Source: an optimization exercise on an open RTL-to-GDS flow (aim: small area). Production flows keep margins and buffers that such runs may drop.
Function was checked by simulation only, so behaviour that the tests miss may differ from the original.
No driver is modelled on the clock port, so clocking that relies on it looks cheaper here than on a real chip.
No activity file was given, so power comes from the tool's default toggle rates.

--- flow/flow/run.sh ---
#!/bin/bash
# Own layout flow: the standard synthesis, then its combinational logic
# re-mapped by ABC with an area-oriented script (registers, their names and
# cell types untouched), then the standard layout steps with a smaller clock
# tree and smaller port buffers. Each tool's output goes to a log file here.
set -euo pipefail
W=$PWD
F=$W/flow
R=$W/orfs/results/${FLOW_PLATFORM}/top_stopwatch_watch/base
LIB=$FLOW_HOME/platforms/${FLOW_PLATFORM}/lib/sky130_fd_sc_hd__tt_025C_1v80.lib

# 1. standard synthesis, unchanged
bash standard.sh synth > $W/log_1_standard_synth.log 2>&1

# 2. re-map the combinational logic
cp $R/1_2_yosys.v $W/1_2_yosys_standard.v
DONT_USE=$(sed -n '/DONT_USE_CELLS/,/^$/p' $FLOW_HOME/platforms/${FLOW_PLATFORM}/config.mk | grep -o 'sky130_fd_sc_hd__[A-Za-z0-9_]*' | tr '\n' ' ')
LIB=$LIB NET_IN=$W/1_2_yosys_standard.v NET_OUT=$W/1_2_yosys_resynth.v TOP=$FLOW_TOP \
  STAT_PRE=$W/resynth_stat_pre.txt STAT_POST=$W/resynth_stat_post.txt \
  DONT_USE="$DONT_USE" ABC_SCRIPT=$F/resynth.abc \
  yosys -c $F/resynth.tcl > $W/log_2_resynth.log 2>&1
cp $W/1_2_yosys_resynth.v $R/1_2_yosys.v
rm -f $R/1_synth.odb $R/1_synth.sdc
touch $R/1_2_yosys.v

# 3. standard layout steps
export CTS_ARGS="-sink_clustering_enable -repair_clock_nets -dont_use_dummy_load ${OWN_CTS_ARGS:--buf_list sky130_fd_sc_hd__clkbuf_8}"
export BUFFER_PORTS_ARGS="-buffer_cell sky130_fd_sc_hd__buf_1"
bash standard.sh finish > $W/log_3_standard_layout.log 2>&1
--- flow/flow/resynth.abc ---
strash
 &get -n
 &fraig -x
 &put
 balance -l
 resub -K 6 -l
 rewrite -l
 resub -K 6 -N 2 -l
 refactor -l
 resub -K 8 -l
 balance -l
 resub -K 8 -N 2 -l
 rewrite -l
 resub -K 10 -l
 rewrite -z -l
 resub -K 10 -N 2 -l
 balance -l
 resub -K 12 -l
 refactor -z -l
 resub -K 12 -N 2 -l
 rewrite -z -l
 balance -l
 balance -l
 resub -K 6 -l
 rewrite -l
 resub -K 6 -N 2 -l
 refactor -l
 resub -K 8 -l
 balance -l
 resub -K 8 -N 2 -l
 rewrite -l
 resub -K 10 -l
 rewrite -z -l
 resub -K 10 -N 2 -l
 balance -l
 resub -K 12 -l
 refactor -z -l
 resub -K 12 -N 2 -l
 rewrite -z -l
 balance -l
 dch -f
 amap
--- flow/flow/resynth.tcl ---
# Re-map the combinational logic of the standard synthesis netlist with a
# stronger ABC script. Registers (and their names and cell types) are kept.
yosys -import
set lib $::env(LIB)
set net_in $::env(NET_IN)
set net_out $::env(NET_OUT)
set seq_cells {sky130_fd_sc_hd__dfrtp_1 sky130_fd_sc_hd__dfrtp_2 sky130_fd_sc_hd__dfrtp_4 sky130_fd_sc_hd__dfstp_1 sky130_fd_sc_hd__dfstp_2 sky130_fd_sc_hd__dfstp_4 sky130_fd_sc_hd__dfxtp_1 sky130_fd_sc_hd__dfxtp_2 sky130_fd_sc_hd__dfxtp_4 sky130_fd_sc_hd__dfrbp_1 sky130_fd_sc_hd__dfrbp_2 sky130_fd_sc_hd__dfsbp_1 sky130_fd_sc_hd__dfsbp_2 sky130_fd_sc_hd__dfbbp_1 sky130_fd_sc_hd__dfbbn_1 sky130_fd_sc_hd__dfbbn_2}
read_liberty -ignore_miss_func $lib
read_verilog $net_in
hierarchy -top $::env(TOP)
foreach c $seq_cells { catch { setattr -mod -set keep_hierarchy 1 $c } }
# every cell type the netlist uses that is not in seq_cells gets flattened
flatten
opt_clean -purge
tee -o $::env(STAT_PRE) stat -liberty $lib
set dont_use {}
foreach c $::env(DONT_USE) { lappend dont_use -dont_use $c }
abc -liberty $lib -script $::env(ABC_SCRIPT) {*}$dont_use
opt_clean -purge
hilomap -singleton -hicell sky130_fd_sc_hd__conb_1 HI -locell sky130_fd_sc_hd__conb_1 LO
insbuf -buf sky130_fd_sc_hd__buf_4 A X
opt_clean -purge
tee -o $::env(STAT_POST) stat -liberty $lib
# keep only the top module; the cell library stays outside the netlist
foreach m [split [string trim [tee -q -s result.string select -list-mod =* ]] "\n"] { }
select -module $::env(TOP)
write_verilog -noattr -nohex -nodec -selected $net_out
--- flow/standard.sh ---
#!/bin/bash
# synth_recipe.tcl (not shown) runs the flow's synth.tcl, then flattens the netlist and writes it again
# the make line also repeats each setting of config.mk as NAME=value (left out here)
make -C /OpenROAD-flow-scripts/flow DESIGN_CONFIG=/design/flow/config.mk WORK_HOME=/design/flow/orfs CLKGATE_MAP_FILE= SYNTH_SCRIPT=/design/flow/synth_recipe.tcl "${@:-finish}"
--- flow/config.mk ---
export PLATFORM = sky130hd
export DESIGN_NAME = top_stopwatch_watch
export DESIGN_NICKNAME = top_stopwatch_watch
export VERILOG_FILES = /design/flow/design.v
export SDC_FILE = /design/flow/constraint.sdc
export NUM_CORES = 4
export LEC_CHECK = 0
export ABC_AREA = 1
export CAP_MARGIN = 20
export CORE_MARGIN = 2
export CORE_UTILIZATION = 40
export SLEW_MARGIN = 20
--- flow/constraint.sdc ---
create_clock -name core_clock -period 10.0 [get_ports {clk}]
set_input_delay 2.0000 -clock core_clock [delete_from_list [all_inputs] [get_ports {clk}]]
set_output_delay 2.0000 -clock core_clock [all_outputs]
set_load 0.01 [all_outputs]
--- flow/design.v ---
`timescale 1ns / 1ps
module top_stopwatch_watch (
    input               clk,
    input               reset,
    input   [3:0]       sw_under,
    input   [1:0]       sw_upper,
    input               btn_l,
    input               btn_r,
    input               btn_u,
    input               btn_d,
    input               uart_rx,
    output              uart_tx,
    output  [3:0]       fnd_digit,
    output  [7:0]       fnd_data
);
    reg [2:0] c8;
    reg       b_tick;
    reg [2:0] dsel;
    reg [2:0] m5;
    always @(posedge clk, posedge reset) begin
        if (reset) begin
            c8     <= 3'd0;
            b_tick <= 1'b0;
            dsel   <= 3'd0;
            m5     <= 3'd0;
        end
        else begin
            c8     <= c8 + 3'd1;
            b_tick <= &c8[1:0];
            if (b_tick & ~c8[2]) dsel <= dsel + 3'd1;
            if (&c8[1:0]) m5 <= {m5[1:0], ~(m5[2] | m5[1])};
        end
    end
    wire w_tick = b_tick & ~(|m5);
    wire o_btn_r, o_btn_l, o_btn_up, o_btn_down;
    btn_debounce U_BD_RUNSTOP(.clk(clk), .reset(reset), .sample_en(b_tick), .i_btn(btn_r), .o_btn(o_btn_r));
    btn_debounce U_BD_CLEAR  (.clk(clk), .reset(reset), .sample_en(b_tick), .i_btn(btn_l), .o_btn(o_btn_l));
    btn_debounce U_BD_UP     (.clk(clk), .reset(reset), .sample_en(b_tick), .i_btn(btn_u), .o_btn(o_btn_up));
    btn_debounce U_BD_DOWN   (.clk(clk), .reset(reset), .sample_en(b_tick), .i_btn(btn_d), .o_btn(o_btn_down));
    wire op_r, op_l, op_u, op_d, op_0, op_1, op_2;
    wire w_monitor_type;
    wire [27:0] w_out_time;
    uart_top U_UART (
        .clk        (clk),
        .reset      (reset),
        .b_tick     (b_tick),
        .uart_rx    (uart_rx),
        .uart_tx    (uart_tx),
        .type_sw_w  (w_monitor_type),
        .time_bcd   (w_out_time),
        .op_r(op_r), .op_l(op_l), .op_u(op_u), .op_d(op_d),
        .op_0(op_0), .op_1(op_1), .op_2(op_2)
    );
    reg mode_sel_reg, sw_w_sel_reg, displayarea_sel_reg;
    always @(posedge clk, posedge reset) begin
        if (reset) begin
            mode_sel_reg <= 1'b0;
            sw_w_sel_reg <= 1'b0;
            displayarea_sel_reg <= 1'b0;
        end
        else begin
            mode_sel_reg <= mode_sel_reg ^ op_0;
            sw_w_sel_reg <= sw_w_sel_reg ^ op_1;
            displayarea_sel_reg <= displayarea_sel_reg ^ op_2;
        end
    end
    wire w_mode_sel        = sw_under[3] ? mode_sel_reg        : sw_under[0];
    wire w_sw_w_sel        = sw_under[3] ? sw_w_sel_reg        : sw_under[1];
    wire w_displayarea_sel = sw_under[3] ? displayarea_sel_reg : sw_under[2];
    wire w_modify_mode, w_run, w_clear;
    control_unit U_CTRL_UNIT(
        .clk            (clk),
        .reset          (reset),
        .sel_sw_w       (w_sw_w_sel),
        .sel_modify     (sw_upper[1]),
        .btn_l          (o_btn_l | op_l),
        .btn_r          (o_btn_r | op_r),
        .o_monitor_type (w_monitor_type),
        .o_w_modify_mode(w_modify_mode),
        .o_sw_run       (w_run),
        .o_sw_clear     (w_clear)
    );
    wire w_up   = o_btn_up | op_u;
    wire w_down = o_btn_down | op_d;
    reg [4:0] swc;
    wire swc_20 = swc[4] & swc[2];
    wire swc_19 = swc[4] & swc[1] & swc[0];
    always @(posedge clk, posedge reset) begin
        if (reset) swc <= 5'd0;
        else if (swc_20) swc <= {4'd0, w_run};
        else swc <= swc + {4'd0, w_run | swc_19};
    end
    wire [27:0] sw_time;
    wire sw_c0, sw_c1, sw_c2;
    bcd_field #(.TW(4), .MAX_T(9)) U_SW_MSEC (
        .clk(clk), .reset(reset), .clear(w_clear), .step(swc_20 & w_run), .down(w_mode_sel),
        .tens(sw_time[7:4]), .units(sw_time[3:0]), .wrap(sw_c0));
    bcd_field #(.TW(3), .MAX_T(5)) U_SW_SEC (
        .clk(clk), .reset(reset), .clear(w_clear), .step(sw_c0), .down(w_mode_sel),
        .tens(sw_time[14:12]), .units(sw_time[11:8]), .wrap(sw_c1));
    bcd_field #(.TW(3), .MAX_T(5)) U_SW_MIN (
        .clk(clk), .reset(reset), .clear(w_clear), .step(sw_c1), .down(w_mode_sel),
        .tens(sw_time[21:19]), .units(sw_time[18:15]), .wrap(sw_c2));
    hour_field U_SW_HOUR (
        .clk(clk), .reset(reset), .clear(w_clear), .step(sw_c2), .down(w_mode_sel),
        .tens(sw_time[27:26]), .units(sw_time[25:22]));
    wire [27:0] w_time;
    wire w_c0, w_c1, w_c2, w_c0r, w_c1r, w_c2r;
    wire [3:0] msel;
    assign msel[0] = w_modify_mode & ~w_displayarea_sel & ~sw_upper[0];
    assign msel[1] = w_modify_mode & ~w_displayarea_sel &  sw_upper[0];
    assign msel[2] = w_modify_mode &  w_displayarea_sel & ~sw_upper[0];
    assign msel[3] = w_modify_mode &  w_displayarea_sel &  sw_upper[0];
    wire w_ud = w_up | w_down;
    bcd_field #(.TW(4), .MAX_T(9)) U_W_MSEC (
        .clk(clk), .reset(reset), .clear(1'b0),
        .step(msel[0] ? w_ud : w_tick), .down(msel[0] & ~w_up),
        .tens(w_time[7:4]), .units(w_time[3:0]), .wrap(w_c0r));
    assign w_c0 = w_c0r & ~msel[0];
    bcd_field #(.TW(3), .MAX_T(5)) U_W_SEC (
        .clk(clk), .reset(reset), .clear(1'b0),
        .step(msel[1] ? w_ud : w_c0), .down(msel[1] & ~w_up),
        .tens(w_time[14:12]), .units(w_time[11:8]), .wrap(w_c1r));
    assign w_c1 = w_c1r & ~msel[1];
    bcd_field #(.TW(3), .MAX_T(5)) U_W_MIN (
        .clk(clk), .reset(reset), .clear(1'b0),
        .step(msel[2] ? w_ud : w_c1), .down(msel[2] & ~w_up),
        .tens(w_time[21:19]), .units(w_time[18:15]), .wrap(w_c2r));
    assign w_c2 = w_c2r & ~msel[2];
    hour_field U_W_HOUR (
        .clk(clk), .reset(reset), .clear(1'b0),
        .step(msel[3] ? w_ud : w_c2), .down(msel[3] & ~w_up),
        .tens(w_time[27:26]), .units(w_time[25:22]));
    assign w_out_time = w_monitor_type ? w_time : sw_time;
    fnd_controller U_FND_CTRL(
        .sel_display(w_displayarea_sel),
        .digit_sel  (dsel),
        .time_bcd   (w_out_time),
        .fnd_digit  (fnd_digit),
        .fnd_data   (fnd_data)
    );
endmodule
module bcd_field #(
    parameter TW = 3,
    parameter MAX_T = 5
) (
    input               clk,
    input               reset,
    input               clear,
    input               step,
    input               down,
    output [TW-1:0]     tens,
    output [3:0]        units,
    output              wrap
);
    wire u_zero, u_max, t_zero, t_max;
    wire step_t = step & (down ? u_zero : u_max);
    assign wrap = step_t & (down ? t_zero : t_max);
    bcd_digit #(.W(4), .MAX(9)) U_UNITS (
        .clk(clk), .reset(reset), .clear(clear), .step(step), .down(down),
        .q(units), .zero(u_zero), .max(u_max));
    bcd_digit #(.W(TW), .MAX(MAX_T)) U_TENS (
        .clk(clk), .reset(reset), .clear(clear), .step(step_t), .down(down),
        .q(tens), .zero(t_zero), .max(t_max));
endmodule
module bcd_digit #(
    parameter W = 4,
    parameter MAX = 9
) (
    input              clk,
    input              reset,
    input              clear,
    input              step,
    input              down,
    output reg [W-1:0] q,
    output             zero,
    output             max
);
    wire [3:0] x = {{(4-W){1'b0}}, q};    
    wire [3:0] t_up, t_dn;
    generate
        if (MAX == 9) begin : g9
            assign t_up = {x[0] & (x[3] | (x[1] & x[2])), x[0] & x[1], x[0] & ~x[3], 1'b1};
            assign t_dn = {~x[0] & ~x[1] & ~x[2], ~x[0] & ~x[1] & (x[2] | x[3]),
                           ~x[0] & (x[1] | x[2] | x[3]), 1'b1};
            assign max  = x[3] & x[0];
        end
        else begin : g5
            assign t_up = {1'b0, x[0] & (x[1] | x[2]), x[0] & ~x[2], 1'b1};
            assign t_dn = {1'b0, ~x[0] & ~x[1], ~x[0] & (x[1] | x[2]), 1'b1};
            assign max  = x[2] & x[0];
        end
    endgenerate
    assign zero = ~(|q);
    wire [W-1:0] t = down ? t_dn[W-1:0] : t_up[W-1:0];
    always @(posedge clk, posedge reset) begin
        if (reset) q <= {W{1'b0}};
        else q <= {W{~clear}} & (q ^ ({W{step}} & t));
    end
endmodule
module hour_field (
    input            clk,
    input            reset,
    input            clear,
    input            step,
    input            down,
    output reg [1:0] tens,
    output reg [3:0] units
);
    wire [3:0] u = units;
    wire [1:0] h = tens;
    wire u_zero = ~(|u);
    wire u_max  = u[3] & u[0];
    wire at23   = h[1] & u[1] & u[0];
    wire [3:0] tu_up = {u[0] & (u[3] | (u[1] & u[2])), u[0] & u[1] & ~h[1], u[0] & ~u[3], 1'b1};
    wire [3:0] tu_dn = {~u[0] & ~u[1] & ~u[2] & (u[3] | h[0] | h[1]), ~u[0] & ~u[1] & (u[2] | u[3]),
                        ~u[0] & (u[1] | u[2] | u[3] | ~(h[0] | h[1])), 1'b1};
    wire [1:0] th_up = {(u_max & h[0]) | at23, u_max};
    wire [1:0] th_dn = {u_zero & ~h[0], u_zero & (h[0] | h[1])};
    wire [3:0] tu = down ? tu_dn : tu_up;
    wire [1:0] th = down ? th_dn : th_up;
    always @(posedge clk, posedge reset) begin
        if (reset) begin
            tens  <= 2'd0;
            units <= 4'd0;
        end
        else begin
            tens  <= {2{~clear}} & (tens ^ ({2{step}} & th));
            units <= {4{~clear}} & (units ^ ({4{step}} & tu));
        end
    end
endmodule
`timescale 1ns / 1ps
module uart_top (
    input         clk,
    input         reset,
    input         b_tick,        
    input         uart_rx,
    output        uart_tx,
    input         type_sw_w,     
    input  [27:0] time_bcd,
    output        op_r,
    output        op_l,
    output        op_u,
    output        op_d,
    output        op_0,
    output        op_1,
    output        op_2
);
    localparam IDLE = 2'd0, START = 2'd1, DATA = 2'd2, STOP = 2'd3;
    reg [1:0] rs;
    reg [3:0] rtc;       
    reg [2:0] rbit;
    reg [7:0] rbuf;
    wire r_idle = (rs == IDLE);
    wire r_end  = b_tick & (rtc == 4'd7);
    always @(posedge clk, posedge reset) begin
        if (reset) begin
            rs   <= IDLE;
            rtc  <= 4'd0;
            rbit <= 3'd0;
            rbuf <= 8'd0;
        end
        else begin
            if (r_idle)
                rtc <= (rtc[3] & ~rtc[1]) ? {2'b10, rtc[0], ~rtc[0]} : 4'd0;
            else
                rtc <= rtc + {3'd0, b_tick};
            case (rs)
                IDLE:  if (b_tick & ~uart_rx) rs <= START;
                START: if (r_end) rs <= DATA;
                DATA:  if (r_end) begin
                           rbuf <= {uart_rx, rbuf[7:1]};
                           rbit <= rbit + 3'd1;
                           if (rbit == 3'd7) rs <= STOP;
                       end
                STOP:  if (r_end) rs <= IDLE;
            endcase
        end
    end
    wire rx_done = r_idle & (rtc == 4'd8);
    wire cmd     = r_idle & (rtc == 4'd10);
    assign op_r = cmd & (rbuf == 8'h72);
    assign op_l = cmd & (rbuf == 8'h6C);
    assign op_u = cmd & (rbuf == 8'h75);
    assign op_d = cmd & (rbuf == 8'h64);
    assign op_0 = cmd & (rbuf == 8'h30);
    assign op_1 = cmd & (rbuf == 8'h31);
    assign op_2 = cmd & (rbuf == 8'h32);
    wire   op_s = cmd & (rbuf == 8'h73);
    localparam S_IDLE = 5'b00000, S_WAIT = 5'b00001, S_START_SPACE = 5'b01011;
    reg [4:0] ss;
    reg       s_tx_start;
    wire      running = (|ss) | s_tx_start;
    wire t_busy;
    reg  t_done;
    wire body = ss[4];
    wire [1:0] f = ss[3:2];
    wire [1:0] p = ss[1:0];
    always @(posedge clk, posedge reset) begin
        if (reset) begin
            ss         <= S_IDLE;
            s_tx_start <= 1'b0;
        end
        else begin
            s_tx_start <= 1'b0;
            if (ss == S_IDLE) begin
                if (op_s) ss <= S_WAIT;
            end
            else if (ss == S_WAIT) begin
                if (~t_busy) begin
                    s_tx_start <= 1'b1;
                    ss <= S_START_SPACE;
                end
            end
            else if (t_done) begin
                s_tx_start <= 1'b1;
                if (ss == S_START_SPACE) ss <= {4'b0110, type_sw_w};
                else ss <= ss + {3'd0, body & p[1], ~(body & p[1])};
            end
        end
    end
    reg [3:0] digit;
    always @(*) begin
        case ({f, p[0]})
            3'b000: digit = {2'b00, time_bcd[27:26]};
            3'b001: digit = time_bcd[25:22];
            3'b010: digit = {1'b0, time_bcd[21:19]};
            3'b011: digit = time_bcd[18:15];
            3'b100: digit = {1'b0, time_bcd[14:12]};
            3'b101: digit = time_bcd[11:8];
            3'b110: digit = time_bcd[7:4];
            3'b111: digit = time_bcd[3:0];
        endcase
    end
    reg [7:0] s_data;
    always @(*) begin
        if (body) begin
            if (~p[1]) s_data = {4'h3, digit};
            else case (f)
                2'd2:    s_data = 8'h2E;
                2'd3:    s_data = 8'h20;
                default: s_data = 8'h3A;
            endcase
        end
        else case (ss[3:0])
            4'b1100: s_data = 8'h53;     
            4'b1101: s_data = 8'h57;     
            4'b1110: s_data = 8'h3A;     
            4'b1011, 4'b1111: s_data = 8'h20;
            default: s_data = 8'h00;
        endcase
    end
    wire       tx_start = running ? s_tx_start : rx_done;
    wire [7:0] tx_data  = running ? s_data : rbuf;
    reg [1:0] ts;
    reg [3:0] ttc;       
    reg [2:0] tbit;      
    reg [7:0] tbuf;
    reg       txr;
    wire t_idle = (ts == IDLE);
    wire t_end  = b_tick & (&ttc);
    assign t_busy = ~t_idle;
    always @(posedge clk, posedge reset) begin
        if (reset) begin
            ts     <= IDLE;
            ttc    <= 4'd0;
            tbit   <= 3'd0;
            tbuf   <= 8'd0;
            txr    <= 1'b1;
            t_done <= 1'b0;
        end
        else begin
            ttc    <= ttc + {3'd0, b_tick & ~t_idle};
            t_done <= (ts == STOP) & t_end;
            case (ts)
                IDLE:  txr <= 1'b1;
                START: txr <= 1'b0;
                DATA:  txr <= tbuf[0];
                STOP:  txr <= 1'b1;
            endcase
            case (ts)
                IDLE:  begin
                    tbuf <= tx_data;
                    if (tx_start) ts <= START;
                end
                START: if (t_end) ts <= DATA;
                DATA:  if (t_end) begin
                    tbuf <= {1'b0, tbuf[7:1]};
                    tbit <= tbit + 3'd1;
                    if (tbit == 3'd7) ts <= STOP;
                end
                STOP:  if (t_end) ts <= IDLE;
            endcase
        end
    end
    assign uart_tx = txr;
endmodule
`timescale 1ns / 1ps
module control_unit(
    input           clk,
    input           reset,
    input           sel_sw_w,
    input           sel_modify,
    input           btn_l,
    input           btn_r,
    output reg      o_monitor_type,  
    output reg      o_w_modify_mode,
    output reg      o_sw_run,
    output reg      o_sw_clear
);
    always @(posedge clk, posedge reset) begin
        if (reset) begin
            o_monitor_type  <= 1'b0;
            o_w_modify_mode <= 1'b0;
            o_sw_run        <= 1'b0;
            o_sw_clear      <= 1'b0;
        end
        else begin
            o_monitor_type  <= sel_sw_w;
            o_w_modify_mode <= sel_sw_w & sel_modify;
            o_sw_clear      <= ~o_monitor_type & ~o_sw_run & ~o_sw_clear & btn_l;
            if (o_sw_run)
                o_sw_run <= o_monitor_type | ~btn_r;
            else
                o_sw_run <= ~o_monitor_type & ~o_sw_clear & ~btn_l & btn_r;
        end
    end
endmodule
`timescale 1ns / 1ps
module fnd_controller(
    input         sel_display,
    input  [2:0]  digit_sel,
    input  [27:0] time_bcd,      
    output [3:0]  fnd_digit,
    output [7:0]  fnd_data
);
    assign fnd_digit = ~(4'b0001 << digit_sel[1:0]);
    reg [3:0] digit;
    always @(*) begin
        case ({sel_display, digit_sel[1:0]})
            3'b000: digit = time_bcd[3:0];
            3'b001: digit = time_bcd[7:4];
            3'b010: digit = time_bcd[11:8];
            3'b011: digit = {1'b0, time_bcd[14:12]};
            3'b100: digit = time_bcd[18:15];
            3'b101: digit = {1'b0, time_bcd[21:19]};
            3'b110: digit = time_bcd[25:22];
            3'b111: digit = {2'b00, time_bcd[27:26]};
        endcase
    end
    wire [3:0] ms_t = time_bcd[7:4];
    wire dot_off = ms_t[3] | (ms_t[2] & (ms_t[1] | ms_t[0]));
    wire [6:0] seg;
    seg7 U_SEG (.d(digit), .seg(seg));
    assign fnd_data[6:0] = ~seg | {7{digit_sel[2]}};
    assign fnd_data[7]   = ~(digit_sel == 3'b110) | dot_off;
endmodule
module seg7 (
    input  [3:0] d,
    output [6:0] seg
);
    wire D = d[3], C = d[2], B = d[1], A = d[0];
    assign seg[0] = D | B | ~(C ^ A);                                    
    assign seg[1] = ~C | ~(B ^ A);                                       
    assign seg[2] = C | ~B | A;                                          
    assign seg[3] = D | (~C & ~A) | (B & ~A) | (~C & B) | (C & ~B & A);  
    assign seg[4] = (~C & ~A) | (B & ~A);                                
    assign seg[5] = D | (~B & ~A) | (C & ~B) | (C & ~A);                 
    assign seg[6] = D | (C ^ B) | (B & ~A);                              
endmodule
`timescale 1ns / 1ps
module btn_debounce(
    input  clk,
    input  reset,
    input  sample_en,
    input  i_btn,
    output o_btn
);
    reg [3:0] cnt;
    wire g = sample_en & ~i_btn;     
    wire a0 = sample_en & cnt[0];
    wire a1 = a0 & cnt[1];
    wire a2 = a1 & cnt[2];
    always @(posedge clk, posedge reset) begin
        if (reset) begin
            cnt <= 4'd0;
        end
        else begin
            cnt[0] <= ~g & (cnt[3] | (cnt[0] ^ sample_en));
            cnt[1] <= ~g & ~cnt[3] & (cnt[1] ^ a0);
            cnt[2] <= ~g & ~cnt[3] & (cnt[2] ^ a1);
            cnt[3] <= ~g & (cnt[3] | a2);
        end
    end
    assign o_btn = cnt[3] & ~cnt[0];
endmodule
==> flow_summary.ini, run 1 <==
[status]
status = complete, no violations

[drt]
wl_per_cell_um = 16.1
drc = 0
vias_per_cell = 5.67
drt-initial-drc-count = 533
ant_nets = 0
num_vias = 6723
drt_pre_antenna_iters = 8
wl_um = 19000

[cells_and_area]
fin_nets = 971
antenna_cells = 0
syn2layout_area_growth_pct = 9.33
stdcell_count = 1185
fillers = 1788
reg_top3 = U_UART.rbuf (8), U_UART.tbuf (8)
drive_gt1_frac = 0.0272

[global_routing]
overflow = 0
antenna_found_initial = 0
grt_max_degree = 78
gr-usage-all-layers = 0.205
grt_pass1_vias = 6298
grt_first_pass_wirelength_um = 31900

[critical_path]
crit_family = simple AND/OR/NAND/NOR gates
path_cells = buf_1, clkinv_1, o22ai_1, clkinv_1, nand3_1, o22ai_1, nor4_1, clkinv_1, nor2_1, a211oi_1, or4_1, o21bai_1, o21ai_0, o21a_1, buf_1
path_buf_inv = 5
slowest_delay_ns = 0.72
cp-end-kind = output pin
worstPathArrival_ns = 6.02
crit_type = in2out
slowest_stage = nor4_1
crit_path_start_kind = primary input
path_common_cell = clkinv_1
path_max_fanout = 6
required_ns = 8.00

[clock_network]
clkTransAtPathRegs_ns = 0.06
cts_tree = yes
htreeDepth = 4
cts_sinks = 136
cts_root_buf = clkbuf_8
cts_buffers = 17
cts_setup_buffers = 0
clk_path_buf_depth = 2
postCtsResizedCells = 0
clk_latency_ns = 0.44
hold_buffers = 0

[floorplan]
fp-row-count = 49
dieArea_mm2 = 0.0192
die_x_um = 139
start_util = 0.406
ios = 26
placeableCoreArea_mm2 = 0.0178
dieHeight_um = 139

[timing]
finClkSkew_ns = 0.0289
setup_tns_ns = 0
fin_crit_sh = 0.802
setup_viol = 0
hold_violations = 0
finalMaxSlewViolations = 0
fmax_ghz = 0.125
worst_pin_slew_ns = 0.800
grt_setup_unrepaired = no
relSlewSlack = 0.462
fin_crit_ns = 8.02

[pwr]
p_int_uw = 835
ir_worst_vdd_uv = 84.7
p_sw_frac = 0.325
p_leak_uw = 0.00308
power_frac_seq = 0.543
power_switching_uw = 402
power_density_mw_per_mm2 = 156
clkPwrFrac = 0.272
combPwrFrac = 0.185

[placed_design]
post-dp-hpwl_um = 14100
io_buffers = 25
dp_cells = 1168
gp_congestion = 0.974

[synth]
avgSynthCellArea_um2 = 7.98
synth_fp_nets = 920
yosys_warnings = 8
synth_area_mm2 = 0.00724
synth_cells = 907

[worst_hold_path]
hold_path_class = reg2reg

[run]
maxCapViolations = 0
-- metal layers --
metal,GRT usage,up-vias,part of all wire
met5,0,-,0
met4,0.0628,0,0.019
met3,0.0487,29,0.053
met2,0.321,197,0.46
met1,0.285,3127,0.47
li1,-,3370,-
-- placed cells by master, fill, tap and decap left out, types with 7 or more instances in the layout --
master,n
nor2_1,179
dfrtp_1,135
clkinv_1,118
nand2_1,81
o22ai_1,73
o21ai_0,72
a21oi_1,53
nor3_1,34
buf_1,25
nand3_1,21
clkbuf_8,17
a211oi_1,15
nor4_1,12
o22a_1,12
a31oi_1,11
o221ai_1,11
o21a_1,11
o32ai_1,8
nor2b_1,7
-- worst register-to-register path: cells and delay by family (launching register included) --
family,cells,cell delay [ns]
and+or+nand+nor,12,3.25
DFF,1,0.40
buffers and inverters,5,0.98
AOI/OAI and AO/OA,7,1.94
-- stage by stage --
stage               total power [uW]  hold WS, ns  instance area, um^2  setup slack (ns)  utilization
finish                          1240        0.470                 7920              1.98        0.444
global route                    1310        0.497                 7920              1.07        0.444
CTS                             1250        0.475                 7910              2.05        0.443
detailed placement               907        0.459                 7680              1.59        0.430
global placement                 904        0.452                 7680              1.86        0.430
floorplan                        833        0.435                 7240              3.13            -
-- power groups by stage --
stage          combinational [uW]  sequential (uW)  clock, uW
3_5_place_dp                  227              680          0
3_3_place_gp                  225              679          0
2_1_floorplan                 174              659          0
6_report                      229              672        337
5_1_grt                       261              682        370
4_1_cts                       227              670        347
-- path summary, 6_finish.rpt --
check / from / to / slack [ns] / cells past startpoint
setup / recovery: sw_under[3] / fnd_data[0] / 1.98 / 15
hold / removal: c8[2] / c8[2] / 0.47 / 1
setup reg to reg: U_UART.rs[0] / U_W_HOUR.tens[0] / 3.37 / 24
hold reg to reg: c8[2] / c8[2] / 0.47 / 1
max in group asynchronous: reset / U_W_MSEC.U_UNITS.q[3] / 7.25 / 3
min in group asynchronous: reset / U_BD_UP.cnt[0] / 1.65 / 2
-- area by class of cell --
cell class / count / area, um^2 / share of cell area
inverters: 119 / 452 / 0.0571
well taps: 229 / 287 / 0.0362
flip-flops and latches: 136 / 3400 / 0.430
clock buffers: 17 / 234 / 0.0296
repair buffers: 32 / 150 / 0.0190
multi-input cells: 652 / 3390 / 0.428
==> run 2, diff against run 1 <==
==> flow/flow/run.sh (replaced) <==
#!/bin/bash
# Own layout flow: the standard synthesis, then its combinational logic
# re-mapped by ABC with area-oriented scripts (registers, their names and
# cell types untouched; the smallest of several mappings is kept), then the
# standard layout steps with a clock tree without dummy loads and with
# smaller port buffers. Each tool's output goes to a log file here.
set -euo pipefail
W=$PWD
F=$W/flow
R=$W/orfs/results/${FLOW_PLATFORM}/top_stopwatch_watch/base
LIB=$FLOW_HOME/platforms/${FLOW_PLATFORM}/lib/sky130_fd_sc_hd__tt_025C_1v80.lib

# 1. standard synthesis, unchanged
bash standard.sh synth > $W/log_1_standard_synth.log 2>&1

# 2. re-map the combinational logic with each script, keep the smallest
cp $R/1_2_yosys.v $W/1_2_yosys_standard.v
DONT_USE=$(sed -n '/DONT_USE_CELLS/,/^$/p' $FLOW_HOME/platforms/${FLOW_PLATFORM}/config.mk | grep -o 'sky130_fd_sc_hd__[A-Za-z0-9_]*' | tr '\n' ' ')
for s in a d1 d2 d3; do
  LIB=$LIB NET_IN=$W/1_2_yosys_standard.v NET_OUT=$W/1_2_yosys_resynth_$s.v TOP=$FLOW_TOP \
    STAT_PRE=$W/resynth_stat_pre_$s.txt STAT_POST=$W/resynth_stat_post_$s.txt \
    DONT_USE="$DONT_USE" ABC_SCRIPT=$F/resynth_$s.abc \
    yosys -c $F/resynth.tcl > $W/log_2_resynth_$s.log 2>&1 &
done
wait
best=""; best_area=""
for s in a d1 d2 d3; do
  area=$(grep -m1 "Chip area for module" $W/resynth_stat_post_$s.txt | awk '{print $NF}')
  echo "resynth $s: $area" >> $W/log_2_resynth_choice.log
  if [[ -z "$best" ]] || awk "BEGIN{exit !($area < $best_area)}"; then best=$s; best_area=$area; fi
done
echo "chosen: $best ($best_area)" >> $W/log_2_resynth_choice.log
cp $W/1_2_yosys_resynth_$best.v $R/1_2_yosys.v
rm -f $R/1_synth.odb $R/1_synth.sdc
touch $R/1_2_yosys.v

# 3. standard layout steps
export CTS_ARGS="-sink_clustering_enable -repair_clock_nets -dont_use_dummy_load -buf_list sky130_fd_sc_hd__clkbuf_8"
export BUFFER_PORTS_ARGS="-buffer_cell sky130_fd_sc_hd__buf_1"
bash standard.sh finish > $W/log_3_standard_layout.log 2>&1
==> flow/flow/resynth_a.abc (new file) <==
strash
&get -n
&fraig -x
&put
balance -l
resub -K 6 -l
rewrite -l
resub -K 6 -N 2 -l
refactor -l
resub -K 8 -l
balance -l
resub -K 8 -N 2 -l
rewrite -l
resub -K 10 -l
rewrite -z -l
resub -K 10 -N 2 -l
balance -l
resub -K 12 -l
refactor -z -l
resub -K 12 -N 2 -l
rewrite -z -l
balance -l
balance -l
resub -K 6 -l
rewrite -l
resub -K 6 -N 2 -l
refactor -l
resub -K 8 -l
balance -l
resub -K 8 -N 2 -l
rewrite -l
resub -K 10 -l
rewrite -z -l
resub -K 10 -N 2 -l
balance -l
resub -K 12 -l
refactor -z -l
resub -K 12 -N 2 -l
rewrite -z -l
balance -l
dch -f
amap -F 4 -A 8
==> flow/flow/resynth_d1.abc (new file) <==
strash
&get -n
&fraig -x
&put
&get -n
&deepsyn -T 60 -S 1
&put
dch -f
amap -F 4 -A 8
==> flow/flow/resynth_d2.abc (new file) <==
strash
&get -n
&fraig -x
&put
&get -n
&deepsyn -T 60 -S 2
&put
dch -f
amap -F 4 -A 8
==> flow/flow/resynth_d3.abc (new file) <==
strash
&get -n
&fraig -x
&put
&get -n
&deepsyn -T 60 -S 3
&put
dch -f
amap -F 4 -A 8
removed: flow/flow/resynth.abc
==> run 2 against run 1 <==
Compared with the run above:
- combinational power rose by 35%
- routed wire length fell by 4.3%
- register-to-register slack improved by 0.66 ns
- global-route usage rose by 0.19 points
- largest cell class unchanged
==> flow_summary.ini, run 2 <==
[status]
status = complete, no violations

[worst_hold_path]
whs_path_depth = 1
hold-path-endpoint = displayarea_sel_reg
hold_path_class = reg2reg
min-delay-start = displayarea_sel_reg

[pwr]
p_leak_uw = 0.00308
ir_worst_vdd_uv = 101
power_density_mw_per_mm2 = 176

[cells_and_area]
reg_top3 = U_UART.rbuf (8), U_UART.tbuf (8)
fin_area_mm2 = 0.00775
drive_gt1_frac = 0.0264
antenna_cells = 0
layout_commonest_cell = nor2_1
final_cell_mix = nor2_1, dfrtp_1, clkinv_1, o21ai_0, nand2_1
fin_nets = 925
syn2layout_area_growth_pct = 9.18

[drt]
drc = 0
wl_um = 18200
drt_pre_antenna_iters = 5
vias_per_cell = 5.65
num_vias = 6416
ant_nets = 0
wl_per_cell_um = 16.0
drt-initial-drc-count = 546

[clock_network]
postCtsResizedCells = 0
cts_buffers = 17
clkTransAtPathRegs_ns = 0.07
hold_buffers = 0
cts_tree = yes
cts_root_buf = clkbuf_8
clk_latency_ns = 0.46
htreeDepth = 4
cts_sinks = 136
clk_path_buf_depth = 2
cts_setup_buffers = 0

[critical_path]
path_buf_inv = 8
slowest_stage = o22ai_1
crit_family = compound AO/OA/AOI/OAI gates
worstPathArrival_ns = 7.46
path_max_fanout = 9
regToRegStartpoint = U_UART.rs[0]
crit_path_start_kind = primary input
crit_type = in2reg
r2r_slack_ns = 4.03
reg2regPathDepth = 31
path_common_cell = clkinv_1
slowest_delay_ns = 0.57
cp-end-kind = flip-flop
r2r_end = U_W_HOUR.units[1]
required_ns = 10.31

[placed_design]
gp_congestion = 0.947
post-dp-hpwl_um = 13400
placed_area_mm2 = 0.00752
io_buffers = 25

[floorplan]
fp-row-count = 48
dieHeight_um = 137
dieArea_mm2 = 0.0188
ios = 26
placeableCoreArea_mm2 = 0.0173
start_util = 0.410
die_x_um = 137

[global_routing]
gr-usage-all-layers = 0.207
antenna_found_initial = 0
overflow = 0
grt_pass1_vias = 6046
grt_max_degree = 76
grt_first_pass_wirelength_um = 30100

[timing]
finalMaxSlewViolations = 0
setup_tns_ns = 0
relSlewSlack = 0.376
fmax_ghz = 0.140
fin_crit_ns = 7.15
grt_setup_unrepaired = no
fin_crit_sh = 0.715
finClkSkew_ns = 0.0492
setup_viol = 0
hold_violations = 0
worst_pin_slew_ns = 0.935

[synth]
synth_fp_nets = 876
yosys_warnings = 8
synth_area_mm2 = 0.00710
avgSynthCellArea_um2 = 8.23
synth_cells = 863

[run]
maxCapViolations = 0
run 2: worst reg2reg max path, delay by kind of cell (launching register included):
| family | cells | cell delay (ns) |
|---|---|---|
| and+or+nand+nor | 18 | 3.09 |
| AOI/OAI and AO/OA | 8 | 1.71 |
| buffers and inverters | 5 | 0.64 |
| DFF | 1 | 0.39 |
run 2: routing by layer:
| layer | routed length, um | global-route usage | vias up |
|---|---|---|---|
| met2 | 8010 | 0.312 | 174 |
| met5 | 0 | 0 | - |
| li1 | - | - | 3185 |
| met3 | 999 | 0.0467 | 43 |
| met4 | 486 | 0.0790 | 0 |
| met1 | 8720 | 0.291 | 3014 |
run 2: worst max-delay path by stage:
| stage | start | to | slack, ns | cells after the start |
|---|---|---|---|---|
| 4_1_cts | sw_under[3] | U_W_HOUR.units[1] | 2.95 | 29 |
| 3_3_place_gp | sw_under[3] | U_W_HOUR.units[1] | 2.69 | 29 |
| 3_5_place_dp | sw_under[3] | U_W_HOUR.units[1] | 2.48 | 29 |
| 2_1_floorplan | sw_under[3] | U_W_HOUR.units[1] | 3.79 | 28 |
| 5_1_grt | sw_under[3] | U_W_HOUR.units[1] | 2.14 | 30 |
| 6_report | sw_under[3] | U_W_HOUR.units[1] | 2.85 | 29 |
run 2: report_power, final:
part	leakage (uW)	switching, uW	internal, uW
clock	0.000122	185	149
sequential	0.00175	79.6	637
combinational	0.00122	199	111
run 2: area by class of cell:
| class | count | area, um^2 |
|---|---|---|
| sequential | 136 | 3400 |
| multi-input combinational | 594 | 3200 |
| clock buffer | 17 | 234 |
| inverter | 133 | 504 |
| timing repair buffer | 30 | 131 |
| fill | 1797 | 9550 |
| tap | 225 | 282 |
run 2: through the flow:
stage	power (uW)	util	std cells	hold slack, ns	setup slack [ns]
after floorplan	937	-	863	0.438	3.79
after global placement	1030	0.435	1118	0.457	2.69
after detailed placement	1030	0.435	1118	0.460	2.48
after CTS	1370	0.448	1135	0.474	2.95
after global routing	1450	0.448	1135	0.481	2.14
final	1360	0.448	1135	0.471	2.85
==> run 3, diff against run 2 <==
--- a/flow/design.v
+++ b/flow/design.v
@@ -250,16 +250,14 @@
     localparam IDLE = 2'd0, START = 2'd1, DATA = 2'd2, STOP = 2'd3;
     reg [1:0] rs;
     reg [3:0] rtc;       
-    reg [2:0] rbit;
-    reg [7:0] rbuf;
+    reg [8:0] rbuf;      
     wire r_idle = (rs == IDLE);
     wire r_end  = b_tick & (rtc == 4'd7);
     always @(posedge clk, posedge reset) begin
         if (reset) begin
             rs   <= IDLE;
             rtc  <= 4'd0;
-            rbit <= 3'd0;
-            rbuf <= 8'd0;
+            rbuf <= 9'd0;
         end
         else begin
             if (r_idle)
@@ -268,26 +266,29 @@
                 rtc <= rtc + {3'd0, b_tick};
             case (rs)
                 IDLE:  if (b_tick & ~uart_rx) rs <= START;
-                START: if (r_end) rs <= DATA;
+                START: if (r_end) begin
+                           rbuf <= 9'b1_0000_0000;
+                           rs <= DATA;
+                       end
                 DATA:  if (r_end) begin
-                           rbuf <= {uart_rx, rbuf[7:1]};
-                           rbit <= rbit + 3'd1;
-                           if (rbit == 3'd7) rs <= STOP;
+                           rbuf <= {uart_rx, rbuf[8:1]};
+                           if (rbuf[1]) rs <= STOP;
                        end
                 STOP:  if (r_end) rs <= IDLE;
             endcase
         end
     end
+    wire [7:0] rx_data = rbuf[8:1];
     wire rx_done = r_idle & (rtc == 4'd8);
     wire cmd     = r_idle & (rtc == 4'd10);
-    assign op_r = cmd & (rbuf == 8'h72);
-    assign op_l = cmd & (rbuf == 8'h6C);
-    assign op_u = cmd & (rbuf == 8'h75);
-    assign op_d = cmd & (rbuf == 8'h64);
-    assign op_0 = cmd & (rbuf == 8'h30);
-    assign op_1 = cmd & (rbuf == 8'h31);
-    assign op_2 = cmd & (rbuf == 8'h32);
-    wire   op_s = cmd & (rbuf == 8'h73);
+    assign op_r = cmd & (rx_data == 8'h72);
+    assign op_l = cmd & (rx_data == 8'h6C);
+    assign op_u = cmd & (rx_data == 8'h75);
+    assign op_d = cmd & (rx_data == 8'h64);
+    assign op_0 = cmd & (rx_data == 8'h30);
+    assign op_1 = cmd & (rx_data == 8'h31);
+    assign op_2 = cmd & (rx_data == 8'h32);
+    wire   op_s = cmd & (rx_data == 8'h73);
     localparam S_IDLE = 5'b00000, S_WAIT = 5'b00001, S_START_SPACE = 5'b01011;
     reg [4:0] ss;
     reg       s_tx_start;
@@ -352,21 +353,20 @@
         endcase
     end
     wire       tx_start = running ? s_tx_start : rx_done;
-    wire [7:0] tx_data  = running ? s_data : rbuf;
+    wire [7:0] tx_data  = running ? s_data : rx_data;
     reg [1:0] ts;
     reg [3:0] ttc;       
-    reg [2:0] tbit;      
-    reg [7:0] tbuf;
+    reg [8:0] tbuf;      
     reg       txr;
     wire t_idle = (ts == IDLE);
     wire t_end  = b_tick & (&ttc);
+    wire t_last = ~(|tbuf[8:2]);     
     assign t_busy = ~t_idle;
     always @(posedge clk, posedge reset) begin
         if (reset) begin
             ts     <= IDLE;
             ttc    <= 4'd0;
-            tbit   <= 3'd0;
-            tbuf   <= 8'd0;
+            tbuf   <= 9'd0;
             txr    <= 1'b1;
             t_done <= 1'b0;
         end
@@ -381,14 +381,13 @@
             endcase
             case (ts)
                 IDLE:  begin
-                    tbuf <= tx_data;
+                    tbuf <= {1'b1, tx_data};
                     if (tx_start) ts <= START;
                 end
                 START: if (t_end) ts <= DATA;
                 DATA:  if (t_end) begin
-                    tbuf <= {1'b0, tbuf[7:1]};
-                    tbit <= tbit + 3'd1;
-                    if (tbit == 3'd7) ts <= STOP;
+                    tbuf <= {1'b0, tbuf[8:1]};
+                    if (t_last) ts <= STOP;
                 end
                 STOP:  if (t_end) ts <= IDLE;
             endcase
==> run 3 against run 2 <==
Compared with the run above:
- largest power group unchanged
- die area fell by 1.9%
- total power fell by 12%
- via count fell by 0.94%
- critical path depth fell by 6
- fmax fell by 6.4%
- critical path type unchanged
- still clean
- first-iteration DRC count rose by 11%
- utilization fell by 0.53 points
- sequential power fell by 11%
==> flow_summary.ini, run 3 <==
[drt]
ant_nets = 0
drc = 0
num_vias = 6356
vias_per_cell = 5.61
drt-initial-drc-count = 605
wl_um = 18000
drt_pre_antenna_iters = 5
wl_per_cell_um = 15.9

[clock_network]
htreeDepth = 4
cts_buffers = 17
cts_root_buf = clkbuf_8
cts_tree = yes
clk_path_buf_depth = 2
hold_buffers = 0
cts_setup_buffers = 0
cts_sinks = 131
postCtsResizedCells = 0
clkTransAtPathRegs_ns = 0.08
clk_latency_ns = 0.45

[worst_hold_path]
min-delay-start = c8[0]
hold_path_class = reg2reg

[critical_path]
path_buf_inv = 6
slowest_stage = o32ai_1
cp-end-kind = flip-flop
r2r_slack_ns = 3.80
path_max_fanout = 10
slowest_delay_ns = 0.60
crit_family = compound AO/OA/AOI/OAI gates
worstPathArrival_ns = 7.94
crit_type = in2reg
required_ns = 10.30
regToRegStartpoint = displayarea_sel_reg
crit_path_start_kind = primary input
path_common_cell = clkinv_1
crit_start = sw_under[3]
path_cells = buf_1, clkinv_1, o22ai_1, clkinv_1, nor4_1, o21ai_0, nor2_1, nand2_1, o32ai_1, clkinv_1, nor3_1, nand2_1, o32ai_1, nand2_1, nor2_1, clkinv_1, nor2_1, nand2_1, o32ai_1, clkinv_1, or2_0, o21ai_0, a21oi_1

[timing]
fin_crit_sh = 0.764
whs_ns = 0.473
worst_pin_slew_ns = 0.839
setup_viol = 0
relSlewSlack = 0.435
hold_violations = 0
finClkSkew_ns = 0.0298
fin_crit_ns = 7.64
grt_setup_unrepaired = no
finalMaxSlewViolations = 0
setup_tns_ns = 0
fmax_ghz = 0.131

[synth]
yosys_warnings = 8
synth_fp_nets = 875
synth_cells = 862
synth_area_mm2 = 0.00696
avgSynthCellArea_um2 = 8.08

[global_routing]
busiest_layer = met2
grt_pass1_vias = 5960
grt_first_pass_wirelength_um = 30000
gr-usage-all-layers = 0.208
grtUsageMet3 = 0.0421
overflow = 0
grt_util_met2 = 0.311
use_met1 = 0.300
antenna_found_initial = 0
grt_max_degree = 76

[pwr]
ir_worst_vdd_uv = 78.7
p_leak_uw = 0.00292
power_density_mw_per_mm2 = 158

[cells_and_area]
fillers = 1731
layout_commonest_cell = nor2_1
regMostFlops = U_UART.tbuf
final_cell_mix = nor2_1, clkinv_1, dfrtp_1, o21ai_0, o22ai_1
largest_reg_flops = 9
antenna_cells = 0
drive_gt1_frac = 0.0253
fin_nets = 923
stdcell_count = 1133
reg_top3 = U_UART.tbuf (9), U_UART.rbuf (8)
syn2layout_area_growth_pct = 9.26

[placed_design]
io_buffers = 25
gp_congestion = 0.910
dp_cells = 1116
post-dp-hpwl_um = 13100

[run]
maxCapViolations = 0

[floorplan]
dieHeight_um = 136
placeableCoreArea_mm2 = 0.0172
die_x_um = 136
fp-row-count = 48
start_util = 0.405
ios = 26
dieArea_mm2 = 0.0185

[status]
status = complete, no violations
## run 3: per-layer routing
metal | wire (um) | part of all wire
met1 | 8960 | 0.50
met2 | 7790 | 0.43
met3 | 959 | 0.053
met4 | 321 | 0.018
met5 | 0 | 0
## run 3: path summary, 6_finish.rpt
path                            cells after the start                 to
worst min register to register                      1              c8[0]
worst max-delay path                               23  U_W_HOUR.units[2]
min in group asynchronous                           2             swc[2]
worst max register to register                     21  U_W_HOUR.units[2]
worst min-delay path                                1              c8[0]
max in group asynchronous                           3       U_UART.ss[2]
## run 3: where the power goes
part	total (uW)	internal, uW	switching (uW)
clock	328	149	178
combinational	236	79.7	156
sequential	638	588	50.0
total	1200	817	385
## run 3: final cells by class
cell class | instances | area, um^2 | share of cell area
sequential | 131 | 3280 | 0.431
timing repair buffer | 29 | 124 | 0.0163
clock buffer | 17 | 234 | 0.0308
tap | 225 | 282 | 0.0370
multi-input combinational | 593 | 3160 | 0.416
inverter | 138 | 523 | 0.0688
## run 3: through the flow
step                 util  total power (uW)  setup slack [ns]  area, um^2
floorplan               -               808              3.50        6960
global placement    0.429               877              2.27        7370
detailed placement  0.429               880              2.09        7370
CTS                 0.443              1210              2.52        7610
global route        0.443              1270              1.58        7610
finish              0.443              1200              2.36        7610
==> run 4, diff against run 3 <==
--- a/flow/design.v
+++ b/flow/design.v
@@ -14,24 +14,22 @@
     output  [7:0]       fnd_data
 );
     reg [2:0] c8;
-    reg       b_tick;
     reg [2:0] dsel;
     reg [2:0] m5;
+    wire b_tick = ~c8[1] & ~c8[0] & (|m5);
     always @(posedge clk, posedge reset) begin
         if (reset) begin
             c8     <= 3'd0;
-            b_tick <= 1'b0;
             dsel   <= 3'd0;
             m5     <= 3'd0;
         end
         else begin
             c8     <= c8 + 3'd1;
-            b_tick <= &c8[1:0];
             if (b_tick & ~c8[2]) dsel <= dsel + 3'd1;
-            if (&c8[1:0]) m5 <= {m5[1:0], ~(m5[2] | m5[1])};
+            if (&c8[1:0]) m5 <= {m5[1:0], ~m5[1] | (~m5[2] & m5[0])};
         end
     end
-    wire w_tick = b_tick & ~(|m5);
+    wire w_tick = ~c8[1] & ~c8[0] & m5[2] & ~m5[1];
     wire o_btn_r, o_btn_l, o_btn_up, o_btn_down;
     btn_debounce U_BD_RUNSTOP(.clk(clk), .reset(reset), .sample_en(b_tick), .i_btn(btn_r), .o_btn(o_btn_r));
     btn_debounce U_BD_CLEAR  (.clk(clk), .reset(reset), .sample_en(b_tick), .i_btn(btn_l), .o_btn(o_btn_l));
==> flow/flow/run.sh (replaced) <==
#!/bin/bash
# Own layout flow: the standard synthesis, then its combinational logic
# re-mapped by ABC with area-oriented scripts (registers, their names and
# cell types untouched; the smallest of several mappings is kept), then the
# standard layout steps with a smaller clock tree (six leaf buffers, one
# per group of nearby registers, under one root buffer) and smaller port
# buffers. Each tool's output goes to a log file here.
set -euo pipefail
W=$PWD
F=$W/flow
R=$W/orfs/results/${FLOW_PLATFORM}/top_stopwatch_watch/base
LIB=$FLOW_HOME/platforms/${FLOW_PLATFORM}/lib/sky130_fd_sc_hd__tt_025C_1v80.lib

# 1. standard synthesis, unchanged
bash standard.sh synth > $W/log_1_standard_synth.log 2>&1

# 2. re-map the combinational logic with each script, keep the smallest
cp $R/1_2_yosys.v $W/1_2_yosys_standard.v
DONT_USE=$(sed -n '/DONT_USE_CELLS/,/^$/p' $FLOW_HOME/platforms/${FLOW_PLATFORM}/config.mk | grep -o 'sky130_fd_sc_hd__[A-Za-z0-9_]*' | tr '\n' ' ')
for s in a d1 d2 d3 e1 e2; do
  LIB=$LIB NET_IN=$W/1_2_yosys_standard.v NET_OUT=$W/1_2_yosys_resynth_$s.v TOP=$FLOW_TOP \
    STAT_PRE=$W/resynth_stat_pre_$s.txt STAT_POST=$W/resynth_stat_post_$s.txt \
    DONT_USE="$DONT_USE" ABC_SCRIPT=$F/resynth_$s.abc \
    yosys -c $F/resynth.tcl > $W/log_2_resynth_$s.log 2>&1 &
  if [[ $s == d2 ]]; then wait; fi
done
wait
best=""; best_area=""
for s in a d1 d2 d3 e1 e2; do
  area=$(grep -m1 "Chip area for module" $W/resynth_stat_post_$s.txt | awk '{print $NF}')
  echo "resynth $s: $area" >> $W/log_2_resynth_choice.log
  if [[ -z "$best" ]] || awk "BEGIN{exit !($area < $best_area)}"; then best=$s; best_area=$area; fi
done
echo "chosen: $best ($best_area)" >> $W/log_2_resynth_choice.log
cp $W/1_2_yosys_resynth_$best.v $R/1_2_yosys.v
rm -f $R/1_synth.odb $R/1_synth.sdc
touch $R/1_2_yosys.v

# 3. standard layout steps
export PRE_CTS_TCL=$F/mytree.tcl
export CTS_ARGS="-clk_nets clk -sink_clustering_enable -repair_clock_nets -dont_use_dummy_load -buf_list sky130_fd_sc_hd__clkbuf_8"
export BUFFER_PORTS_ARGS="-buffer_cell sky130_fd_sc_hd__buf_1"
bash standard.sh finish > $W/log_3_standard_layout.log 2>&1
==> flow/flow/mytree.tcl (new file) <==
# Split the clock net's register sinks into K groups by location and drive
# each group from its own clock buffer placed at the group's centre.
proc my_clock_tree { K bufmaster root } {
  set block [ord::get_db_block]
  set db [ord::get_db]
  set master [$db findMaster $bufmaster]
  set clknet [$block findNet clk]
  set sinks {}
  foreach it [$clknet getITerms] {
    set inst [$it getInst]
    lappend sinks [list $it [lindex [$inst getLocation] 0] [lindex [$inst getLocation] 1]]
  }
  set n [llength $sinks]
  # k-means, initial centres spread along x
  set sorted [lsort -integer -index 1 $sinks]
  set cx {}; set cy {}
  for {set k 0} {$k < $K} {incr k} {
    set s [lindex $sorted [expr {int(($k + 0.5) * $n / $K)}]]
    lappend cx [lindex $s 1]; lappend cy [lindex $s 2]
  }
  for {set iter 0} {$iter < 30} {incr iter} {
    set sx [lrepeat $K 0.0]; set sy [lrepeat $K 0.0]; set cnt [lrepeat $K 0]
    set assign {}
    foreach s $sinks {
      set best 0; set bd 1e30
      for {set k 0} {$k < $K} {incr k} {
        set d [expr {abs([lindex $s 1]-[lindex $cx $k]) + abs([lindex $s 2]-[lindex $cy $k])}]
        if {$d < $bd} { set bd $d; set best $k }
      }
      lappend assign $best
      lset sx $best [expr {[lindex $sx $best] + [lindex $s 1]}]
      lset sy $best [expr {[lindex $sy $best] + [lindex $s 2]}]
      lset cnt $best [expr {[lindex $cnt $best] + 1}]
    }
    for {set k 0} {$k < $K} {incr k} {
      if {[lindex $cnt $k] > 0} {
        lset cx $k [expr {int([lindex $sx $k] / [lindex $cnt $k])}]
        lset cy $k [expr {int([lindex $sy $k] / [lindex $cnt $k])}]
      }
    }
  }
  puts "my_clock_tree: group sizes $cnt"
  set leafnet $clknet
  if {$root ne ""} {
    set rinst [odb::dbInst_create $block [$db findMaster $root] "myclkroot"]
    set sx 0; set sy 0
    for {set k 0} {$k < $K} {incr k} { set sx [expr {$sx + [lindex $cx $k]}]; set sy [expr {$sy + [lindex $cy $k]}] }
    $rinst setLocation [expr {int($sx / $K)}] [expr {int($sy / $K)}]
    $rinst setPlacementStatus PLACED
    set leafnet [odb::dbNet_create $block "myclknet_root"]
    $leafnet setSigType CLOCK
    [$rinst findITerm A] connect $clknet
    [$rinst findITerm X] connect $leafnet
  }
  for {set k 0} {$k < $K} {incr k} {
    set inst [odb::dbInst_create $block $master "myclkbuf_$k"]
    $inst setLocation [lindex $cx $k] [lindex $cy $k]
    $inst setPlacementStatus PLACED
    set net [odb::dbNet_create $block "myclknet_$k"]
    $net setSigType CLOCK
    [$inst findITerm A] connect $leafnet
    [$inst findITerm X] connect $net
    set nets($k) $net
  }
  foreach s $sinks a $assign {
    set it [lindex $s 0]
    $it disconnect
    $it connect $nets($a)
  }
}

# A root buffer on the clock port drives K leaf buffers, one per group of
# registers; clock_tree_synthesis then runs on the port's net only.
my_clock_tree 6 sky130_fd_sc_hd__clkbuf_16 sky130_fd_sc_hd__clkbuf_8
==> flow/flow/resynth_e1.abc (new file) <==
strash
&get -n
&fraig -x
&put
balance -l
resub -K 6 -l
rewrite -l
resub -K 6 -N 2 -l
refactor -l
resub -K 8 -l
balance -l
resub -K 8 -N 2 -l
rewrite -l
resub -K 10 -l
rewrite -z -l
resub -K 10 -N 2 -l
balance -l
resub -K 12 -l
refactor -z -l
resub -K 12 -N 2 -l
rewrite -z -l
balance -l
balance -l
resub -K 6 -l
rewrite -l
resub -K 6 -N 2 -l
refactor -l
resub -K 8 -l
balance -l
resub -K 8 -N 2 -l
rewrite -l
resub -K 10 -l
rewrite -z -l
resub -K 10 -N 2 -l
balance -l
resub -K 12 -l
refactor -z -l
resub -K 12 -N 2 -l
rewrite -z -l
balance -l
&get -n
&deepsyn -T 60 -S 1
&put
dch -f
amap -F 4 -A 8
==> flow/flow/resynth_e2.abc (new file) <==
strash
&get -n
&fraig -x
&put
balance -l
resub -K 6 -l
rewrite -l
resub -K 6 -N 2 -l
refactor -l
resub -K 8 -l
balance -l
resub -K 8 -N 2 -l
rewrite -l
resub -K 10 -l
rewrite -z -l
resub -K 10 -N 2 -l
balance -l
resub -K 12 -l
refactor -z -l
resub -K 12 -N 2 -l
rewrite -z -l
balance -l
balance -l
resub -K 6 -l
rewrite -l
resub -K 6 -N 2 -l
refactor -l
resub -K 8 -l
balance -l
resub -K 8 -N 2 -l
rewrite -l
resub -K 10 -l
rewrite -z -l
resub -K 10 -N 2 -l
balance -l
resub -K 12 -l
refactor -z -l
resub -K 12 -N 2 -l
rewrite -z -l
balance -l
&get -n
&deepsyn -T 60 -S 2
&put
dch -f
amap -F 4 -A 8
--- a/flow/config.mk
+++ b/flow/config.mk
@@ -9,4 +9,5 @@
 export CAP_MARGIN = 20
 export CORE_MARGIN = 2
 export CORE_UTILIZATION = 40
+export GPL_TIMING_DRIVEN = 0
 export SLEW_MARGIN = 20
==> run 4 against run 3 <==
Compared with the run above:
- sequential share of layout area increased by 0.23 points
- via count decreased by 1.7%
- die area decreased by 1.0%
==> flow_summary.ini, run 4 <==
[run]
maxCapViolations = 0

[synth]
avgSynthCellArea_um2 = 8.13
synth_fp_nets = 861
synth_area_mm2 = 0.00689
synth_cells = 848
yosys_warnings = 8

[floorplan]
placeableCoreArea_mm2 = 0.0167
die_x_um = 135
dieArea_mm2 = 0.0183
ios = 26
fp-row-count = 47
dieHeight_um = 135
start_util = 0.413

[drt]
drt_pre_antenna_iters = 5
drt-initial-drc-count = 507
drc = 0
vias_per_cell = 5.67
num_vias = 6250
wl_per_cell_um = 15.9
ant_nets = 0
wl_um = 17500

[cells_and_area]
syn2layout_area_growth_pct = 8.97
antenna_cells = 0
layout_commonest_cell = nor2_1
final_cell_mix = nor2_1, dfrtp_1, clkinv_1, o21ai_0, nand2_1
regMostFlops = U_UART.tbuf
drive_gt1_frac = 0.0147
largest_reg_flops = 9
reg_top3 = U_UART.tbuf (9), U_UART.rbuf (8)
fin_nets = 898
fin_area_mm2 = 0.00751

[global_routing]
use_met1 = 0.281
busiest_layer = met2
grt_max_degree = 50
grt_first_pass_wirelength_um = 29400
grt_pass1_vias = 5895
overflow = 0
antenna_found_initial = 0
gr-usage-all-layers = 0.194
grt_util_met2 = 0.319
grtUsageMet3 = 0.0153

[placed_design]
placed_area_mm2 = 0.00734
post-dp-hpwl_um = 13300
gp_congestion = 0.851
io_buffers = 25

[clock_network]
cts_setup_buffers = 0
clkTransAtPathRegs_ns = 0.11
clk_latency_ns = 0.43
postCtsResizedCells = 0
hold_buffers = 0

[timing]
fmax_ghz = 0.136
fin_crit_sh = 0.735
finalMaxSlewViolations = 0
whs_ns = 0.467
setup_tns_ns = 0
finClkSkew_ns = 0.0349
setup_viol = 0
worst_pin_slew_ns = 1.02
hold_violations = 0
grt_setup_unrepaired = no
relSlewSlack = 0.317
fin_crit_ns = 7.35

[status]
status = complete, no violations

[pwr]
power_density_mw_per_mm2 = 158
ir_worst_vdd_uv = 125
p_leak_uw = 0.00292

[critical_path]
crit_type = in2reg
regToRegStartpoint = mode_sel_reg
worstPathArrival_ns = 7.67
crit_start = sw_under[3]
cp-end-kind = flip-flop
path_max_fanout = 8
crit_path_start_kind = primary input
required_ns = 10.32

[worst_hold_path]
hold_path_class = reg2reg
min-delay-start = sw_w_sel_reg
-- run 4: final cells by class --
class	instances	area (um^2)
Timing Repair Buffer	28	160
Fill cell	1725	9190
Tap cell	220	275
Multi-Input combinational cell	593	3180
Buffer	7	164
Sequential cell	130	3250
Inverter	125	474
-- run 4: through the flow --
step                      instances  setup slack, ns  total power, uW  utilization
after global placement         1093             2.29              903        0.435
after CTS                      1103             2.26             1130        0.450
after detailed placement       1096             2.28              913        0.440
after floorplan                 848             3.77              838            -
after global routing           1103             1.91             1260        0.450
final                          1103             2.65             1190        0.450
-- run 4: worst paths after layout --
path / to / slack [ns] / depth (start not counted)
hold / removal: sw_w_sel_reg / 0.47 / 1
setup reg to reg: U_SW_HOUR.units[3] / 4.12 / 22
max in group asynchronous: U_W_MIN.U_TENS.q[0] / 7.85 / 3
hold reg to reg: sw_w_sel_reg / 0.47 / 1
min in group asynchronous: U_UART.tbuf[4] / 1.56 / 2
setup / recovery: U_SW_HOUR.units[3] / 2.65 / 24
-- run 4: worst max-delay path, cell delays in order --
cell and delay, ns:
buf_1 0.15, clkinv_1 0.13, o22ai_1 0.74, nand3_1 0.24
o22ai_1 0.34, nand2_1 0.09, nor3_1 0.34, nand2_1 0.17
or3_1 0.41, nor2_1 0.21, nand2_1 0.12, or3_1 0.38
nor3_1 0.25, nand2_1 0.13, nor3_1 0.24, o22ai_1 0.17
nor4_1 0.39, nand2_1 0.16, nor3_1 0.32, nor2_1 0.22
clkinv_1 0.12, o21ai_0 0.11, o21ai_0 0.17, a21oi_1 0.07
-- run 4: report_power, final --
group | switching, uW | internal (uW) | leakage (uW)
Clock | 167 | 116 | 0.0000811
Combinational | 153 | 89.5 | 0.00118
Sequential | 68.7 | 593 | 0.00165
-- run 4: metal layers --
layer	wire length, um	part of all wire
met5	0	0
met4	420	0.024
met3	778	0.044
met1	8410	0.48
met2	7940	0.45
==> run 5, diff against run 4 <==
--- a/flow/design.v
+++ b/flow/design.v
@@ -292,7 +292,7 @@
     reg       s_tx_start;
     wire      running = (|ss) | s_tx_start;
     wire t_busy;
-    reg  t_done;
+    wire t_done;
     wire body = ss[4];
     wire [1:0] f = ss[3:2];
     wire [1:0] p = ss[1:0];
@@ -360,17 +360,16 @@
     wire t_end  = b_tick & (&ttc);
     wire t_last = ~(|tbuf[8:2]);     
     assign t_busy = ~t_idle;
+    assign t_done = t_idle & ~tbuf[8];
     always @(posedge clk, posedge reset) begin
         if (reset) begin
             ts     <= IDLE;
             ttc    <= 4'd0;
-            tbuf   <= 9'd0;
+            tbuf   <= 9'b1_0000_0000;
             txr    <= 1'b1;
-            t_done <= 1'b0;
         end
         else begin
             ttc    <= ttc + {3'd0, b_tick & ~t_idle};
-            t_done <= (ts == STOP) & t_end;
             case (ts)
                 IDLE:  txr <= 1'b1;
                 START: txr <= 1'b0;
--- a/flow/config.mk
+++ b/flow/config.mk
@@ -9,5 +9,4 @@
 export CAP_MARGIN = 20
 export CORE_MARGIN = 2
 export CORE_UTILIZATION = 40
-export GPL_TIMING_DRIVEN = 0
 export SLEW_MARGIN = 20
==> run 5 against run 4 <==
Compared with the run above:
- register-to-register slack gained 0.25 ns
- hold slack better by 0.0070 ns
- utilization fell by 0.36 points
- fmax rose by 14%
- setup slack gained 0.90 ns
- synthesized cell count rose by 2.4%
- synthesized area is 0.11% lower
- critical path depth fell by 12
- clock skew is 0.0052 ns lower
- global-route usage about the same
- cell area is 0.80% lower
- largest power group unchanged
- highest routed layer unchanged
==> flow_summary.ini, run 5 <==
[critical_path]
worstPathArrival_ns = 4.46
cp-end-kind = output pin
crit_path_start_kind = primary input
crit_type = in2out
required_ns = 8.00
path_max_fanout = 7

[drt]
ant_nets = 0
wl_per_cell_um = 15.9
drt_pre_antenna_iters = 8
wl_um = 17900
vias_per_cell = 5.64
drc = 0
num_vias = 6333
drt-initial-drc-count = 533

[global_routing]
gr-usage-all-layers = 0.195
grt_pass1_vias = 5721
grt_first_pass_wirelength_um = 29100
grt_max_degree = 72
antenna_found_initial = 0
overflow = 0

[clock_network]
clk_latency_ns = 0.43
cts_setup_buffers = 0
clkTransAtPathRegs_ns = 0.09
postCtsResizedCells = 0
hold_buffers = 0

[cells_and_area]
drive_gt1_frac = 0.0155
syn2layout_area_growth_pct = 8.22
fin_nets = 918
reg_top3 = U_UART.tbuf (9), U_UART.rbuf (8)
largest_reg_flops = 9
fillers = 1726
antenna_cells = 0
final_cell_mix = nor2_1, clkinv_1, dfrtp_1, o21ai_0
layout_commonest_cell = nor2_1
regMostFlops = U_UART.tbuf

[timing]
grt_setup_unrepaired = no
fin_crit_ns = 6.46
setup_viol = 0
fin_crit_sh = 0.646
fmax_ghz = 0.155
setup_tns_ns = 0
worst_pin_slew_ns = 0.904
finClkSkew_ns = 0.0297
relSlewSlack = 0.397
finalMaxSlewViolations = 0
hold_violations = 0

[worst_hold_path]
hold_path_class = reg2reg

[status]
status = complete, no violations

[placed_design]
gp_congestion = 0.979
io_buffers = 25
post-dp-hpwl_um = 13700

[run]
maxCapViolations = 0

[synth]
synth_area_mm2 = 0.00688
avgSynthCellArea_um2 = 7.93
synth_fp_nets = 881
synth_cells = 868
yosys_warnings = 8

[pwr]
power_density_mw_per_mm2 = 154
ir_worst_vdd_uv = 139
p_leak_uw = 0.00286
finalPower_uw = 1150

[floorplan]
ios = 26
dieHeight_um = 135
start_util = 0.412
die_x_um = 135
dieArea_mm2 = 0.0183
fp-row-count = 47
placeableCoreArea_mm2 = 0.0167
[run 5: worst paths after layout]
kind / startpoint / to / slack, ns / cells after the start
max in group asynchronous: reset / U_W_MIN.U_TENS.q[0] / 7.03 / 3
worst max register to register: swc[2] / U_SW_HOUR.units[3] / 4.37 / 31
worst max-delay path: sw_under[3] / fnd_data[6] / 3.54 / 12
worst min-delay path: c8[0] / c8[0] / 0.47 / 1
min in group asynchronous: reset / mode_sel_reg / 1.64 / 2
worst min register to register: c8[0] / c8[0] / 0.47 / 1
[run 5: critical path: stages]
cell,delay [ns]
buf_1,0.15
clkinv_1,0.13
o22ai_1,0.52
o21ai_0,0.21
o22ai_1,0.32
clkinv_1,0.13
nand2_1,0.14
clkinv_1,0.10
o22ai_1,0.25
o21ai_0,0.11
o21ai_0,0.22
buf_1,0.18
[run 5: layer usage]
| metal | share of wire | GRT usage |
|---|---|---|
| met1 | 0.49 | 0.296 |
| met2 | 0.43 | 0.301 |
| met3 | 0.056 | 0.0247 |
| met4 | 0.022 | 0.0365 |
| met5 | 0 | 0 |
[run 5: area by class of cell]
class                      count  area, um^2  area share
buffer                         7         164      0.0220
inverter                     138         523      0.0702
multi-input combinational    601        3140       0.421
sequential                   129        3230       0.434
tap                          220         275      0.0370
timing repair buffer          28         116      0.0156
[run 5: metrics by stage]
step           area [um^2]  cells  utilization  setup WS [ns]  hold slack [ns]
2_1_floorplan         6880    868            -           4.01            0.441
3_3_place_gp          7280   1116        0.436           3.35            0.461
3_5_place_dp          7280   1116        0.436           3.18            0.461
4_1_cts               7450   1123        0.446           3.20            0.462
5_1_grt               7450   1123        0.446           2.97            0.492
6_report              7450   1123        0.446           3.54            0.474
[run 5: where the power goes]
group	leakage, uW	switching, uW	total, uW	internal (uW)
Clock	0.0000811	160	276	116
Sequential	0.00163	66.3	652	586
Combinational	0.00115	141	221	80.0

separate check: timing with driven ports:
In the flow no input, the clock included, has a driving cell. The finished layouts below were timed again as built, in two steps.
Step 1, drivers: a clkbuf_16 drives clk and a buf_2 each remaining input, both assumed.
Step 2 adds t to the input delays and takes it off the output delays; t is the mean of the earliest and latest rising clock arrival at the registers after step 1. Input paths then give back, and output paths get back, about the clock's delay inside the block.
Slacks: ideal ports / drivers / drivers and shift; pairs: ideal ports / drivers.
| run | t, ns | setup WS [ns] | worst setup path after step 2 | slew at the worst register clock pin (ns) |
|---|---|---|---|---|
| run 1 | 0.470 | 1.980 / 1.958 / 1.561 | input to register | 0.08 / 0.08 |
| run 2 | 0.476 | 2.851 / 2.865 / 2.389 | input to register | 0.09 / 0.09 |
| run 3 | 0.472 | 2.365 / 2.380 / 1.908 | input to register | 0.08 / 0.08 |
| run 4 | 0.446 | 2.648 / 2.656 / 2.210 | input to register | 0.11 / 0.11 |
| run 5 | 0.447 | 3.545 / 3.524 / 3.129 | input to register | 0.11 / 0.11 |
After both steps setup and hold are still met in every run listed. For run 2, which loses most, drivers alone change the setup slack by +0.014 ns; drivers and shift together by -0.462 ns.
